Source: an optimization exercise on an open RTL-to-GDS flow (aim: a short achievable clock period and few clock cycles). Production flows keep margins and buffers that such runs may drop. Function was checked by simulation only, so behaviour that the tests miss may differ from the original. Power is estimated from default activity; no workload was simulated.

==> flow/config.mk <==
export PLATFORM = sky130hd
export DESIGN_NAME = Temple
export DESIGN_NICKNAME = Temple
export VERILOG_FILES = /design/flow/design.v
export SDC_FILE = /design/flow/constraint.sdc
export NUM_CORES = 4
export LEC_CHECK = 0
export ABC_CLOCK_PERIOD_IN_PS = 2500
export CAP_MARGIN = 20
export CORE_MARGIN = 2
export CORE_UTILIZATION = 20
export PLACE_DENSITY = 0.4
export SETUP_SLACK_MARGIN = 3.5
export SLEW_MARGIN = 20
==> flow/constraint.sdc <==
create_clock -name core_clock -period 7.0 [get_ports {clk}]
set_input_delay 1.4000 -clock core_clock [delete_from_list [all_inputs] [get_ports {clk}]]
set_output_delay 1.4000 -clock core_clock [all_outputs]
set_load 0.01 [all_outputs]
==> flow/design.v <==
`timescale 1ns / 1ns
module ksadd (
    input  [15:0] a,
    input  [15:0] b,
    input  [ 1:0] k,
    output [16:0] sum
);
  wire [15:0] kk = {14'd0, k};
  wire [15:0] s = a ^ b ^ kk;
  wire [16:0] c = {(a & b) | (a & kk) | (b & kk), 1'b0};
  wire [15:0] g0 = s & c[15:0];
  wire [15:0] p0 = s ^ c[15:0];
  wire [15:0] g1, p1, g2, p2, g3, p3, g4, p4;
  genvar i;
  generate
    for (i = 0; i < 16; i = i + 1) begin : l1
      if (i >= 1) begin : a
        assign g1[i] = g0[i] | (p0[i] & g0[i-1]);
        assign p1[i] = p0[i] & p0[i-1];
      end else begin : b
        assign g1[i] = g0[i];
        assign p1[i] = p0[i];
      end
    end
    for (i = 0; i < 16; i = i + 1) begin : l2
      if (i >= 2) begin : a
        assign g2[i] = g1[i] | (p1[i] & g1[i-2]);
        assign p2[i] = p1[i] & p1[i-2];
      end else begin : b
        assign g2[i] = g1[i];
        assign p2[i] = p1[i];
      end
    end
    for (i = 0; i < 16; i = i + 1) begin : l3
      if (i >= 4) begin : a
        assign g3[i] = g2[i] | (p2[i] & g2[i-4]);
        assign p3[i] = p2[i] & p2[i-4];
      end else begin : b
        assign g3[i] = g2[i];
        assign p3[i] = p2[i];
      end
    end
    for (i = 0; i < 16; i = i + 1) begin : l4
      if (i >= 8) begin : a
        assign g4[i] = g3[i] | (p3[i] & g3[i-8]);
        assign p4[i] = p3[i] & p3[i-8];
      end else begin : b
        assign g4[i] = g3[i];
        assign p4[i] = p3[i];
      end
    end
  endgenerate
  assign sum[15:0] = p0 ^ {g4[14:0], 1'b0};
  assign sum[16] = c[16] ^ g4[15];
endmodule
`timescale 1ns / 1ns
module Temple #(
    parameter ADDR_WIDTH = 16,
    parameter DATA_WIDTH = 16
) (
    input                   clk,
    rst,
    output [ADDR_WIDTH-1:0] addr,
    input  [          15:0] rd_data,
    output [          15:0] wr_data,
    output                  en
);
  localparam QN = 12;   
  localparam CB = 5;   
  localparam NC = 1 << CB;
  localparam OP_NOR = 3'b000, OP_ADD = 3'b001, OP_LD = 3'b010, OP_MOVE = 3'b011;
  localparam OP_SD = 3'b100, OP_SETI = 3'b101, OP_JL = 3'b110, OP_SRL = 3'b111;
  reg  [     7:0] q        [0:QN-1];
  reg  [  QN+3:1] vt;   
  reg  [    15:0] pcq;   
  reg  [    15:0] fa;   
  reg  [    14:0] cw1, cw2, cw3;   
  reg             cah, cbh;   
  reg  [    15:0] caw, cbw;
  reg  [  NC-1:0] c_v;
  reg  [14-CB:0] c_tag    [0:NC-1];
  reg  [    15:0] c_dat    [0:NC-1];
  reg             ev;   
  reg             e_mv;   
  reg  [     4:0] e_mvr;
  reg  [     7:0] e_op;   
  reg             e_za;   
  reg  [     1:0] e_k;   
  reg             e_sm;   
  reg  [     4:0] e_smr;
  reg  [     4:0] e_l;   
  reg  [    15:0] e_imm;   
  reg  [     2:0] e_cond;   
  reg  [    15:0] opr;   
  reg             msel;   
  reg             en_r;   
  reg             o_sel;   
  reg  [    14:0] o_opr;   
  reg  [    14:0] o_fa;   
  reg  [    15:0] o_wd;   
  reg  [    15:0] acc;
  reg             cf, nf, zf;
  reg  [29*16-1:0] rfv;   
  wire [    15:0] rv       [0:31];
  genvar gi;
  generate
    for (gi = 0; gi < 29; gi = gi + 1) begin : g_rv
      assign rv[gi] = rfv[16*gi+:16];
    end
  endgenerate
  assign rv[29] = 16'h0000;
  assign rv[30] = 16'h0001;
  assign rv[31] = 16'hffff;
  function [1:0] oplen(input [2:0] op);
    oplen = (op == OP_SETI) ? 2'd3 : ((op == OP_JL) ? 2'd2 : 2'd1);
  endfunction
  function opreads(input [2:0] op);
    opreads = (op == OP_NOR) | (op == OP_ADD) | (op == OP_LD) | (op == OP_SD) | (op == OP_JL);
  endfunction
  function brcond(input [2:0] c, input cc, input nn, input zz);
    case (c)
      3'd0: brcond = 1'b0;
      3'd1: brcond = cc;
      3'd2: brcond = nn;
      3'd3: brcond = nn | cc;
      3'd4: brcond = zz;
      3'd5: brcond = zz | cc;
      3'd6: brcond = zz | nn;
      default: brcond = 1'b1;
    endcase
  endfunction
  wire e_nor = e_op[OP_NOR], e_add = e_op[OP_ADD], e_ld = e_op[OP_LD], e_move = e_op[OP_MOVE];
  wire e_sd = e_op[OP_SD], e_seti = e_op[OP_SETI], e_jl = e_op[OP_JL], e_srl = e_op[OP_SRL];
  wire [15:0] aa = e_za ? 16'h0000 : acc;
  wire [16:0] sum;
  ksadd adder (
      .a  (opr),
      .b  (aa),
      .k  (e_k),
      .sum(sum)
  );
  wire [15:0] orv = opr | acc;
  wire [15:0] ax = opr ^ aa;
  wire [15:0] ao = opr | aa;
  wire [15:0] an = opr & aa;
  wire [15:0] k1c = 16'hffff, k2c = 16'hfffe;
  wire z0 = ~|(ax ^ {ao[14:0], 1'b0});
  wire z1 = ~|(ax ^ k1c ^ {an[14:0], 1'b0});
  wire [15:0] cc2 = an | (ao & ~k2c);
  wire z2 = ~|(ax ^ k2c ^ {cc2[14:0], 1'b0});
  wire zk = (e_k == 2'd0) ? z0 : ((e_k == 2'd1) ? z1 : z2);
  reg c_n, n_n, z_n;   
  always @(*) begin
    c_n = cf;
    n_n = nf;
    z_n = zf;
    if (ev & e_nor) begin
      c_n = 1'b0;
      n_n = ~orv[15];
      z_n = &orv;
    end
    if (ev & e_add) begin
      c_n = (e_k != 2'd0) ? zk : sum[16];
      n_n = sum[15];
      z_n = zk;
    end
    if (ev & e_srl) begin
      c_n = 1'b0;
      n_n = 1'b0;
      z_n = ~|acc[15:1];
    end
  end
  reg [15:0] acc_o;   
  always @(*) begin
    acc_o = acc;
    if (ev) begin
      if (e_nor) acc_o = ~orv;
      if (e_srl) acc_o = {1'b0, acc[15:1]};
      if (e_ld) acc_o = rd_data;
      if (e_seti) acc_o = e_imm;
    end
  end
  wire e_addv = ev & e_add;
  wire [15:0] acc_n = e_addv ? sum[15:0] : acc_o;
  wire e_setf = ev & (e_nor | e_add | e_srl);
  wire taken = ev & e_jl & brcond(e_cond, cf, nf, zf);
  wire sdflush = ev & e_sd & ((opr[15:4] == pcq[15:4]) | (opr[15:4] == fa[15:4]));
  wire kill = taken | sdflush;
  wire wa = ev & e_mv;
  wire wb = ev & e_jl;
  wire wc = ev & e_sm;
  assign addr = o_sel ? {o_opr, 1'b0} : {o_fa, 1'b0};
  assign wr_data = o_wd;
  assign en = en_r;
  wire [14:0] faw = fa[15:1];
  wire [14:0] tw = opr[15:1];
  wire sdcw = ev & e_sd;   
  wire [CB-1:0] sdi = tw[CB-1:0];
  wire hita = cah, hitb = cbh;
  wire [15:0] cda = caw, cdb = cbw;
  wire lh0 = c_v[faw[CB-1:0]] & (c_tag[faw[CB-1:0]] == faw[14:CB]);
  wire lh1 = c_v[cw1[CB-1:0]] & (c_tag[cw1[CB-1:0]] == cw1[14:CB]);
  wire lh2 = c_v[cw2[CB-1:0]] & (c_tag[cw2[CB-1:0]] == cw2[14:CB]);
  wire lh3 = c_v[cw3[CB-1:0]] & (c_tag[cw3[CB-1:0]] == cw3[14:CB]);
  wire [15:0] ld0 = c_dat[faw[CB-1:0]];
  wire [15:0] ld1 = c_dat[cw1[CB-1:0]];
  wire [15:0] ld2 = c_dat[cw2[CB-1:0]];
  wire [15:0] ld3 = c_dat[cw3[CB-1:0]];
  wire [14:0] tw1 = tw + 15'd1, tw2 = tw + 15'd2;
  wire lht1 = c_v[tw1[CB-1:0]] & (c_tag[tw1[CB-1:0]] == tw1[14:CB]);
  wire lht2 = c_v[tw2[CB-1:0]] & (c_tag[tw2[CB-1:0]] == tw2[14:CB]);
  wire [15:0] ldt1 = c_dat[tw1[CB-1:0]];
  wire [15:0] ldt2 = c_dat[tw2[CB-1:0]];
  wire room = ~vt[QN-3];
  wire pfetch = ~msel & room;
  wire cfetch = msel & ~taken & hita & room;
  wire useb = pfetch & hitb;
  wire [2:0] op0 = q[0][7:5], op1 = q[1][7:5], op2 = q[2][7:5], op3 = q[3][7:5];
  wire [4:0] r0 = q[0][4:0], r1 = q[1][4:0], r2 = q[2][4:0], r3 = q[3][4:0];
  wire [2:0] op[0:6];
  wire [4:0] rr[0:6];
  genvar gp;
  generate
    for (gp = 0; gp < 7; gp = gp + 1) begin : g_dec
      assign op[gp] = q[gp][7:5];
      assign rr[gp] = q[gp][4:0];
    end
  endgenerate
  wire [6:0] inc;   
  generate
    for (gp = 0; gp < 7; gp = gp + 1) begin : g_inc
      assign inc[gp] = (op[gp] == OP_ADD) & (rr[gp] == 5'd30) & vt[gp+1];
    end
  endgenerate
  wire g0_c = (op0 == OP_NOR) & (r0 == 5'd31) & (op1 == OP_ADD) & vt[2];
  wire g0_a = (op0 == OP_ADD);
  wire g0_k1 = g0_c ? inc[2] : (g0_a & inc[1]);
  wire g0_k2 = g0_c ? (inc[2] & inc[3]) : (g0_a & inc[1] & inc[2]);
  wire [4:1] g0_l;
  assign g0_l[4] = g0_c & g0_k2;
  assign g0_l[3] = (g0_c & g0_k1 & ~g0_k2) | (g0_a & g0_k2) | (~g0_c & ~g0_a & (op0 == OP_SETI));
  assign g0_l[2] = (g0_c & ~g0_k1) | (g0_a & g0_k1 & ~g0_k2) | (~g0_c & ~g0_a & (op0 == OP_JL));
  assign g0_l[1] = ~g0_l[4] & ~g0_l[3] & ~g0_l[2];
  wire g0_ok = (g0_l[1] & vt[1]) | (g0_l[2] & vt[2]) | (g0_l[3] & vt[3]) | (g0_l[4] & vt[4]);
  wire g0_w = (op0 != OP_MOVE) & (op0 != OP_SD) & (op0 != OP_JL);
  wire g0_s = g0_w & ((g0_l[1] & (op1 == OP_MOVE) & vt[2]) | (g0_l[2] & (op2 == OP_MOVE) & vt[3]) |
                      (g0_l[3] & (op3 == OP_MOVE) & vt[4]) | (g0_l[4] & (op[4] == OP_MOVE) & vt[5]));
  wire [4:0] g0_sr = g0_l[1] ? r1 : (g0_l[2] ? r2 : (g0_l[3] ? r3 : rr[4]));
  wire g1_c = (op1 == OP_NOR) & (r1 == 5'd31) & (op2 == OP_ADD) & vt[3];
  wire g1_a = (op1 == OP_ADD);
  wire g1_k1 = g1_c ? inc[3] : (g1_a & inc[2]);
  wire g1_k2 = g1_c ? (inc[3] & inc[4]) : (g1_a & inc[2] & inc[3]);
  wire [4:1] g1_l;
  assign g1_l[4] = g1_c & g1_k2;
  assign g1_l[3] = (g1_c & g1_k1 & ~g1_k2) | (g1_a & g1_k2) | (~g1_c & ~g1_a & (op1 == OP_SETI));
  assign g1_l[2] = (g1_c & ~g1_k1) | (g1_a & g1_k1 & ~g1_k2) | (~g1_c & ~g1_a & (op1 == OP_JL));
  assign g1_l[1] = ~g1_l[4] & ~g1_l[3] & ~g1_l[2];
  wire g1_ok = (g1_l[1] & vt[2]) | (g1_l[2] & vt[3]) | (g1_l[3] & vt[4]) | (g1_l[4] & vt[5]);
  wire g1_w = (op1 != OP_MOVE) & (op1 != OP_SD) & (op1 != OP_JL);
  wire g1_s = g1_w & ((g1_l[1] & (op2 == OP_MOVE) & vt[3]) | (g1_l[2] & (op3 == OP_MOVE) & vt[4]) |
                      (g1_l[3] & (op[4] == OP_MOVE) & vt[5]) | (g1_l[4] & (op[5] == OP_MOVE) & vt[6]));
  wire [4:0] g1_sr = g1_l[1] ? r2 : (g1_l[2] ? r3 : (g1_l[3] ? rr[4] : rr[5]));
  wire g1_conf = g1_c ? (r2 == r0) : (opreads(op1) & (r1 == r0));
  wire fuse = (op0 == OP_MOVE) & g1_ok & (op1 != OP_MOVE) & ~g1_conf;
  wire dv = g0_ok & ~kill;
  wire sfx = fuse ? g1_s : g0_s;
  wire [6:0] sh;
  assign sh[0] = ~dv;
  assign sh[1] = dv & (fuse ? 1'b0 : (g0_l[1] & ~g0_s));
  assign sh[2] = dv & (fuse ? (g1_l[1] & ~g1_s) : ((g0_l[2] & ~g0_s) | (g0_l[1] & g0_s)));
  assign sh[3] = dv & (fuse ? ((g1_l[2] & ~g1_s) | (g1_l[1] & g1_s)) : ((g0_l[3] & ~g0_s) | (g0_l[2] & g0_s)));
  assign sh[4] = dv & (fuse ? ((g1_l[3] & ~g1_s) | (g1_l[2] & g1_s)) : ((g0_l[4] & ~g0_s) | (g0_l[3] & g0_s)));
  assign sh[5] = dv & (fuse ? ((g1_l[4] & ~g1_s) | (g1_l[3] & g1_s)) : (g0_l[4] & g0_s));
  assign sh[6] = dv & fuse & g1_l[4] & g1_s;
  wire g0_g = g0_c | g0_a, g1_g = g1_c | g1_a;
  wire [2:0] mop = fuse ? (g1_g ? OP_ADD : op1) : (g0_g ? OP_ADD : op0);
  wire mza = fuse ? g1_c : g0_c;
  wire [1:0] mk = fuse ? {g1_k2, g1_k1 & ~g1_k2} : {g0_k2, g0_k1 & ~g0_k2};
  wire [7:0] bl = fuse ? q[2] : q[1];   
  wire [7:0] bh = fuse ? q[3] : q[2];   
  wire msm = sfx | (~fuse & (op0 == OP_MOVE));
  wire [4:0] msr = (~fuse & (op0 == OP_MOVE)) ? r0 : (fuse ? g1_sr : g0_sr);
  function [15:0] fwd(input [4:0] r, input [15:0] p);
    if (r[4:2] == 3'b111 && r[1:0] != 2'b00) fwd = p;
    else if (wb && e_l == r) fwd = pcq;
    else if (wa && e_mvr == r) fwd = acc;
    else fwd = p;
  endfunction
  function fwdc(input [4:0] r);
    fwdc = ~(r[4:2] == 3'b111 && r[1:0] != 2'b00) & wc & (e_smr == r);
  endfunction
  wire [15:0] opd0 = fwd(r0, rv[r0]);
  wire [15:0] opd1 = fwd(r1, rv[r1]);
  wire [15:0] opd2 = fwd(r2, rv[r2]);
  wire os0 = ~fuse & ~g0_c;
  wire os1 = fuse ? ~g1_c : g0_c;
  wire os2 = fuse & g1_c;
  wire [15:0] opd0c = fwdc(r0) ? acc_n : opd0;
  wire [15:0] opd1c = fwdc(r1) ? acc_n : opd1;
  wire [15:0] opd2c = fwdc(r2) ? acc_n : opd2;
  wire [15:0] opd = ({16{os0}} & opd0c) | ({16{os1}} & opd1c) | ({16{os2}} & opd2c);
  wire d_tk = e_setf | brcond(bl[7:5], cf, nf, zf);
  wire d_ld = mop == OP_LD, d_sd = mop == OP_SD, d_jl = mop == OP_JL;
  wire ins_odd = taken ? opr[0] : fa[0];
  wire [15:0] wa_d = (msel & ~taken) ? cda : rd_data;   
  reg  [7:0] insb[0:3];
  always @(*) begin
    if (ins_odd) begin
      insb[0] = wa_d[15:8];
      insb[1] = cdb[7:0];
      insb[2] = cdb[15:8];
      insb[3] = cdb[15:8];
    end else begin
      insb[0] = wa_d[7:0];
      insb[1] = wa_d[15:8];
      insb[2] = cdb[7:0];
      insb[3] = cdb[15:8];
    end
  end
  wire ins_en = (taken | pfetch | cfetch) & ~sdflush;
  wire [4:0] nh;
  assign nh[0] = ~ins_en;
  assign nh[1] = ins_en & ins_odd & ~useb;
  assign nh[2] = ins_en & ~ins_odd & ~useb;
  assign nh[3] = ins_en & ins_odd & useb;
  assign nh[4] = ins_en & ~ins_odd & useb;
  wire [QN:0] ceq;
  genvar gk;
  generate
    for (gk = 0; gk <= QN; gk = gk + 1) begin : g_ceq
      if (gk == 0) assign ceq[gk] = ~vt[1];
      else assign ceq[gk] = vt[gk] & ~vt[gk+1];
    end
  endgenerate
  reg [7:0] strm[0:QN+5];
  integer i, j;
  always @(*) begin
    for (i = 0; i < QN + 6; i = i + 1) begin
      strm[i] = (i < QN) ? q[i] : 8'h00;
      if (i >= QN || !vt[i+1])
        for (j = 0; j < 4; j = j + 1) if (i >= j && i - j <= QN && ceq[i-j]) strm[i] = insb[j];
    end
    if (taken) begin
      for (i = 0; i < QN + 6; i = i + 1) strm[i] = (i < 4) ? insb[i] : 8'h00;
    end
  end
  reg [7:0] qn[0:QN-1];
  always @(*) begin
    for (i = 0; i < QN; i = i + 1) begin
      qn[i] = ({8{sh[0]}} & strm[i]) | ({8{sh[1]}} & strm[i+1]) | ({8{sh[2]}} & strm[i+2]) |
              ({8{sh[3]}} & strm[i+3]) | ({8{sh[4]}} & strm[i+4]) | ({8{sh[5]}} & strm[i+5]) |
              ({8{sh[6]}} & strm[i+6]);
    end
  end
  wire [QN+3:1] vb = (taken | sdflush) ? {(QN + 3) {1'b0}} : vt;
  reg [10:0] kd;
  integer a, b;
  always @(*) begin
    kd = 11'd0;
    for (a = 0; a < 7; a = a + 1)
      for (b = 0; b < 5; b = b + 1) kd[b-a+6] = kd[b-a+6] | (sh[a] & nh[b]);
  end
  wire [QN+12:0] vx = {6'b000000, vb, 4'b1111};
  reg [QN+3:1] vn;
  integer d;
  always @(*) begin
    for (i = 1; i <= QN + 3; i = i + 1) begin
      vn[i] = 1'b0;
      for (d = 0; d < 11; d = d + 1)
        if (i - d + 6 >= -3) vn[i] = vn[i] | (kd[d] & vx[i-d+6+3]);
    end
  end
  wire [15:0] pcq_n = ({16{sh[0]}} & pcq) | ({16{sh[1]}} & (pcq + 16'd1)) | ({16{sh[2]}} & (pcq + 16'd2)) |
                      ({16{sh[3]}} & (pcq + 16'd3)) | ({16{sh[4]}} & (pcq + 16'd4)) |
                      ({16{sh[5]}} & (pcq + 16'd5)) | ({16{sh[6]}} & (pcq + 16'd6));
  always @(posedge clk, negedge rst) begin
    if (!rst) begin
      vt   <= {(QN + 3) {1'b0}};
      pcq  <= 16'd0;
      fa   <= 16'd0;
      cw1  <= 15'd1;
      cw2  <= 15'd2;
      cw3  <= 15'd3;
      cah   <= 1'b0;
      cbh   <= 1'b0;
      ev   <= 1'b0;
      msel <= 1'b0;
      o_sel <= 1'b0;
      o_fa <= 15'd0;
      o_wd <= 16'd0;
      en_r <= 1'b0;
      acc  <= 16'd0;
      cf   <= 1'b0;
      nf   <= 1'b0;
      zf   <= 1'b0;
      c_v  <= {NC{1'b0}};
    end else begin
      vt   <= vn;
      ev   <= dv;
      msel <= dv & (d_ld | d_sd | (d_jl & d_tk));
      o_sel <= dv & (d_ld | d_sd | (d_jl & d_tk));
      if (ev) o_wd <= acc_n;
      en_r <= dv & d_sd;
      cf   <= c_n;
      nf   <= n_n;
      zf   <= z_n;
      if (taken) begin
        pcq <= opr;
        fa  <= {tw + 15'd1, 1'b0};
        o_fa <= tw + 15'd1;
        cw1 <= tw + 15'd2;
        cw2 <= tw + 15'd3;
        cw3 <= tw + 15'd4;
        cah  <= lht1;
        cbh  <= lht2;
        caw  <= ldt1;
        cbw  <= ldt2;
      end else if (sdflush) begin
        fa  <= pcq;
        o_fa <= pcq[15:1];
        cw1 <= pcq[15:1] + 15'd1;
        cw2 <= pcq[15:1] + 15'd2;
        cw3 <= pcq[15:1] + 15'd3;
        cah  <= 1'b0;
        cbh  <= 1'b0;
      end else begin
        pcq <= pcq_n;
        if (pfetch | cfetch) begin
          fa  <= {useb ? cw2 : cw1, 1'b0};
          o_fa <= useb ? cw2 : cw1;
          cw1 <= useb ? cw3 : cw2;
          cw2 <= useb ? cw3 + 15'd1 : cw3;
          cw3 <= useb ? cw3 + 15'd2 : cw3 + 15'd1;
          cah  <= (useb ? lh2 : lh1) & ~(sdcw & (sdi == (useb ? cw2[CB-1:0] : cw1[CB-1:0])));
          cbh  <= (useb ? lh3 : lh2) & ~(sdcw & (sdi == (useb ? cw3[CB-1:0] : cw2[CB-1:0])));
          caw  <= useb ? ld2 : ld1;
          cbw  <= useb ? ld3 : ld2;
        end else begin
          cah  <= lh0 & ~(sdcw & (sdi == faw[CB-1:0]));
          cbh  <= lh1 & ~(sdcw & (sdi == cw1[CB-1:0]));
          caw  <= ld0;
          cbw  <= ld1;
        end
      end
      acc  <= acc_n;
      if (pfetch) c_v[faw[CB-1:0]] <= 1'b1;
      else if (taken) c_v[tw[CB-1:0]] <= 1'b1;
      else if (ev & e_sd) c_v[tw[CB-1:0]] <= 1'b1;
    end
  end
  always @(posedge clk) begin
    if (pfetch) begin
      c_tag[faw[CB-1:0]] <= faw[14:CB];
      c_dat[faw[CB-1:0]] <= rd_data;
    end else if (taken) begin
      c_tag[tw[CB-1:0]] <= tw[14:CB];
      c_dat[tw[CB-1:0]] <= rd_data;
    end else if (ev & e_sd) begin
      c_tag[tw[CB-1:0]] <= tw[14:CB];
      c_dat[tw[CB-1:0]] <= acc;
    end
  end
  always @(posedge clk) begin
    for (i = 0; i < QN; i = i + 1) q[i] <= qn[i];
    e_mv  <= fuse;
    e_mvr <= r0;
    e_op  <= 8'd1 << mop;
    e_za  <= mza;
    e_k   <= mk;
    e_sm  <= msm;
    e_smr <= msr;
    e_l   <= bl[4:0];
    e_imm <= {bh, bl};
    e_cond <= bl[7:5];
    opr   <= opd;
    if (dv) o_opr <= opd[15:1];
  end
  generate
    for (gi = 0; gi < 29; gi = gi + 1) begin : g_rf
      always @(posedge clk) begin
        if (wc && e_smr == gi) rfv[16*gi+:16] <= acc_n;
        else if (wb && e_l == gi) rfv[16*gi+:16] <= pcq;
        else if (wa && e_mvr == gi) rfv[16*gi+:16] <= acc;
      end
    end
  endgenerate
endmodule
==> flow/run.sh <==
#!/bin/bash
# synth_recipe.tcl (not shown) runs the flow's synth.tcl, then flattens the netlist and writes it again
# the make line also repeats each setting of config.mk as NAME=value (left out here)
make -C /OpenROAD-flow-scripts/flow DESIGN_CONFIG=/design/flow/config.mk WORK_HOME=/design/flow/orfs CLKGATE_MAP_FILE= SYNTH_SCRIPT=/design/flow/synth_recipe.tcl finish
==> run summary <==
[worst max path at each step]
stage	cells after the start	startpoint	slack (ns)	endpoint
6_report	19	acc[1]	2.90	rfv[317]
5_1_grt	19	acc[1]	2.79	rfv[317]
4_1_cts	19	acc[1]	2.92	rfv[127]
3_5_place_dp	11	q[0][4]	1.56	vt[1]
3_3_place_gp	13	vt[3]	1.33	pcq[6]
2_1_floorplan	19	opr[2]	3.13	rfv[29]
[synth_stat cells (37+ instances only)]
cell and n:
o211ai_1 139, clkbuf_1 969, o21ai_0 700, edfxtp_1 1343, mux2i_1 518, a31oi_1 62
mux4_2 1581, nand4_1 135, nand2b_1 50, xnor2_1 207, ha_1 70, a222oi_1 55
nor2b_1 70, o22ai_1 166, nand2_1 1136, a21oi_1 672, buf_2 67, a22o_1 94
a221oi_1 173, mux2_2 77, a221o_1 38, dfrtp_1 160, nor2_1 953, nor4_1 74
nand3_1 203, inv_1 94, buf_1 243, dfxtp_1 150, a22oi_1 556, a211oi_1 114
xor2_1 96, nor3_1 136, o221ai_1 63, and3_1 37
[per-stage QoR]
step	area (µm²)	std cells	utilization, %
floorplan	133000	11700	-
global placement	144000	19700	21.9
detailed placement	144000	19700	21.9
CTS	163000	20600	24.8
global route	170000	20900	25.9
finish	170000	20900	25.9
[final cells by class]
type	instances	area [µm²]	area share (%)
Inverter	115	576	0.338
Clock buffer	271	5750	3.38
Timing Repair inverter	5	63.8	0.0375
Multi-Input combinational cell	8621	86400	50.7
Timing Repair Buffer	1403	17400	10.2
Sequential cell	1657	47700	28.0
Antenna cell	45	113	0.0661
Tap cell	8700	10900	6.39
Clock inverter	116	1430	0.840
[repair_timing]
| action | 4_1_cts | 5_1_grt |
|---|---|---|
| gates resized for setup | 1321 | 871 |
| cloned | 75 | 45 |
| setup endpoints to repair | 2174 | 637 |
| pin swaps | 229 | 326 |
| buffers inserted | 476 | 244 |
[worst max-delay path, delay by kind of cell (launching register included)]
kind / cells / cell delay [ns]
AOI/OAI and AO/OA: 8 / 1.56
buffers and inverters: 5 / 0.56
DFF: 1 / 0.44
and+or+nand+nor: 2 / 0.21
adders and majority gates: 3 / 0.97
xor gates and xnor gates: 1 / 0.16
[flip-flops by register name, summed over array words and instances, names as in the netlist, 2 cells and up]
signal and cells:
e_op 7, e_k 2, fa 16, c_dat 512
o_opr 15, pcq 16, c_v 32, e_mvr 5
caw 16, rfv 464, c_tag 320, vt 15
cw3 15, opr 16, q 96, e_imm 14
cw1 15, e_smr 5, acc 16, cw2 15
cbw 16, e_cond 2, o_wd 16
[metal layers]
layer	vias to the layer above	global-route usage, %
met5	-	0.598
met4	62	13.8
met3	3202	8.85
met2	11400	34.0
met1	65000	29.0
li1	47900	-
[logic make-up after synthesis]
group / count (synthesis) / share of synthesized area, %
AO/OA/AOI/OAI: 3133 / 15.8
multiplexers: 2176 / 31.6
flip-flops: 1657 / 36.0
AND/OR/NAND/NOR: 2918 / 9.70
XOR/XNOR: 303 / 2.02
adder cells (fa/ha/maj): 73 / 0.711
buffers and inverters: 1403 / 4.09
other: 1 / 0.00285
[power by group through the flow]
stage                     Combinational (µW)  Clock [µW]  Sequential, µW
after detailed placement               55300           0           17400
after global placement                 55500           0           17500
final                                  74500       12000           16800
after floorplan                        36400           0           14700
after global routing                   75900       12400           16900
after CTS                              65900       12100           16700
==> summary.md <==
| Metric | Value |
|---|---|
| Vias | `128000` |
| Pins Over Slew Limit | `0` |
| First-pass GRT wire length | `1080000 µm` |
| Post-Syn Nets | `11800` |
| WP data arrival | `4.80 ns` |
| Post-DP HPWL | `475000 µm` |
| Gpl congestion | `0.966` |
| Clock transition at path regs | `0.07 ns` |
| Worst Path Class, Setup | `reg2reg` |
| Asr flop ratio synth | `9.90%` |
| Nature of the critical path endpoint | `register` |
| Largest net degree at the start of global routing | `112` |
| Final Hold Viols | `0` |
| Initial antenna violation count | `72` |
| Pleak | `0.0556 µW` |
| Worst hold margin | `0.341 ns` |
| TNS Setup | `0 ns` |
| Commonest non-fill, non-tap cell in the layout | `mux4_2` |
| Period utilisation layout | `58.6%` |
| Hold Buf Count CTS | `0` |
| Wire per inst | `39.5 µm` |
| Startpoint types | `register` |
| Die ar. | `665000 µm²` |
| Worst vdd ir | `0.451 mV` |
| PwrDens | `607 nW/µm²` |
| Final setup viols | `0` |
| Vias per std cell | `6.09` |
| Largest area contributor in the netlist | `edfxtp_1` |
| Final setup margin | `2.90 ns` |
| Grt ovf | `0` |
| Top layer used by detailed routing | `met5` |
| Max_cap viols | `0` |
| Synth Register Bits | `1657` |
| Initial Util | `20.0%` |
| Met1 Routed Length | `302000 µm` |
| Sequential fraction of design power | `16.3%` |
| Clk root buf | `clkbuf_16` |
| Die Width | `815 µm` |
| Core Rows | `298` |
| Post-synth cell types | `102` |
| Total power | `103000 µW` |
| RSZ-0062 raised after global routing | `true` |
| Filler instances | `68000` |
| Dpl ws | `1.56 ns` |
| Cell Area, Synth | `132000 µm²` |
| DRT iter0 DRCs | `22800` |
| Crit-path cells | `nand2b_4 -> inv_4 -> fa_2 -> ha_4 -> fa_2 -> a21o_1 -> a21oi_2 -> o21bai_1 -> nand2_1 -> a211oi_2 -> o31a_1 -> buf_4 -> buf_6 -> o31a_1 -> xor2_2 -> a221o_2 -> buf_12 -> clkinv_8 -> a21oi_2` |
| Nets | `12100` |
| Hold crit path type | `in2async` |
| R2r endpoint | `rfv[317]` |
| Crit path max fanout | `7` |
| Gr usage total | `23.2%` |
| Worst-Skew Late Latency | `1.02 ns` |
| CTS sink cnt | `1657` |
| P_sw | `52200 µW` |
| Cell count after synthesis | `11700` |
| Metal2 WL | `346000 µm` |
| Switching Fraction | `50.5%` |
| Drc violations | `0` |
| Crit path max-delay cell type | `a221o_2` |
| Worst Path Required | `7.70 ns` |
| R2R Setup Slk | `2.90 ns` |
| Most frequent cells in the layout | `mux4_2, edfxtp_1, nand2_1, nor2_1, buf_4` |
| CTS Buffer Depth | `4` |
| CTS tree | `done` |
| DRT Pass-1 Iters | `16` |
| Synth area leaders | `edfxtp_1, mux4_2, mux2i_1` |
| EDFF count, synth | `1343` |
| TritonCTS buffer count | `214` |
| Primary FF master, synth | `edfxtp_1` |
| Yosys Warn Count | `28` |
| Boundary Pins | `51` |
| Outcome | `finished clean` |
| Vias in the first global route | `117000` |
| Synth top area share | `30.6%` |
| Internal power consumption | `51100 µW` |
| Routed wire length | `827000 µm` |
| DR WL met3 | `112000 µm` |
| Max incr delay on CP | `0.47 ns` |
| Chip Height | `815 µm` |
| Port buffer count | `49` |
| Worst reg2reg path depth | `19` |
| Final ANT Viol Nets | `0` |
| Clock share of power | `11.6%` |
| FMAX | `0.244 GHz` |
| Fraction of layout cells with a size suffix above 1 | `37.9%` |
| Synthesis-to-layout area growth | `29.3%` |
| Core Footprint | `657000 µm²` |
| Worst Tran Pin Value | `1.24 ns` |
| Syn_area_per_cell | `11.3 µm²` |
| Worst rel slew slack | `17.3%` |
| Final min period | `4.10 ns` |
| H-tree depth | `4` |
| Power share of the combinational group | `72.1%` |
| Setup Skew | `0.129 ns` |
| Reg-to-Reg Start | `acc[1]` |
| Seq/Total Area, Yosys | `36.0%` |
Testbench counts, summed over its fixed seeds: cycles 101,086.

==> re-timing with driven ports <==
The results above use ideal ports. As a check the final layout listed here was re-extracted and re-timed, cells and wires unchanged. Step 1 sets driving cells, clkbuf_16 on the clock port and buf_2 on the other inputs (assumed; they add their load-dependent delay and slew). Step 2 times the ports against the registers' clock, not the clock port: input delays grow and output delays shrink by t, the midpoint of the rising clock arrivals with the driver on. Slacks: no drivers / after step 1 / after step 2; pairs: no drivers / after step 1.
shift t [ns]: 1.078
slack for setup (ns): 2.898 / 2.898 / 2.286
worst setup path at the end: input to register
worst slew at a driven data input, ns: 0.24
After both steps setup and hold are still met in this run. The setup slack of this run moves by 0.000 ns with the drivers and by -0.612 ns with both steps.
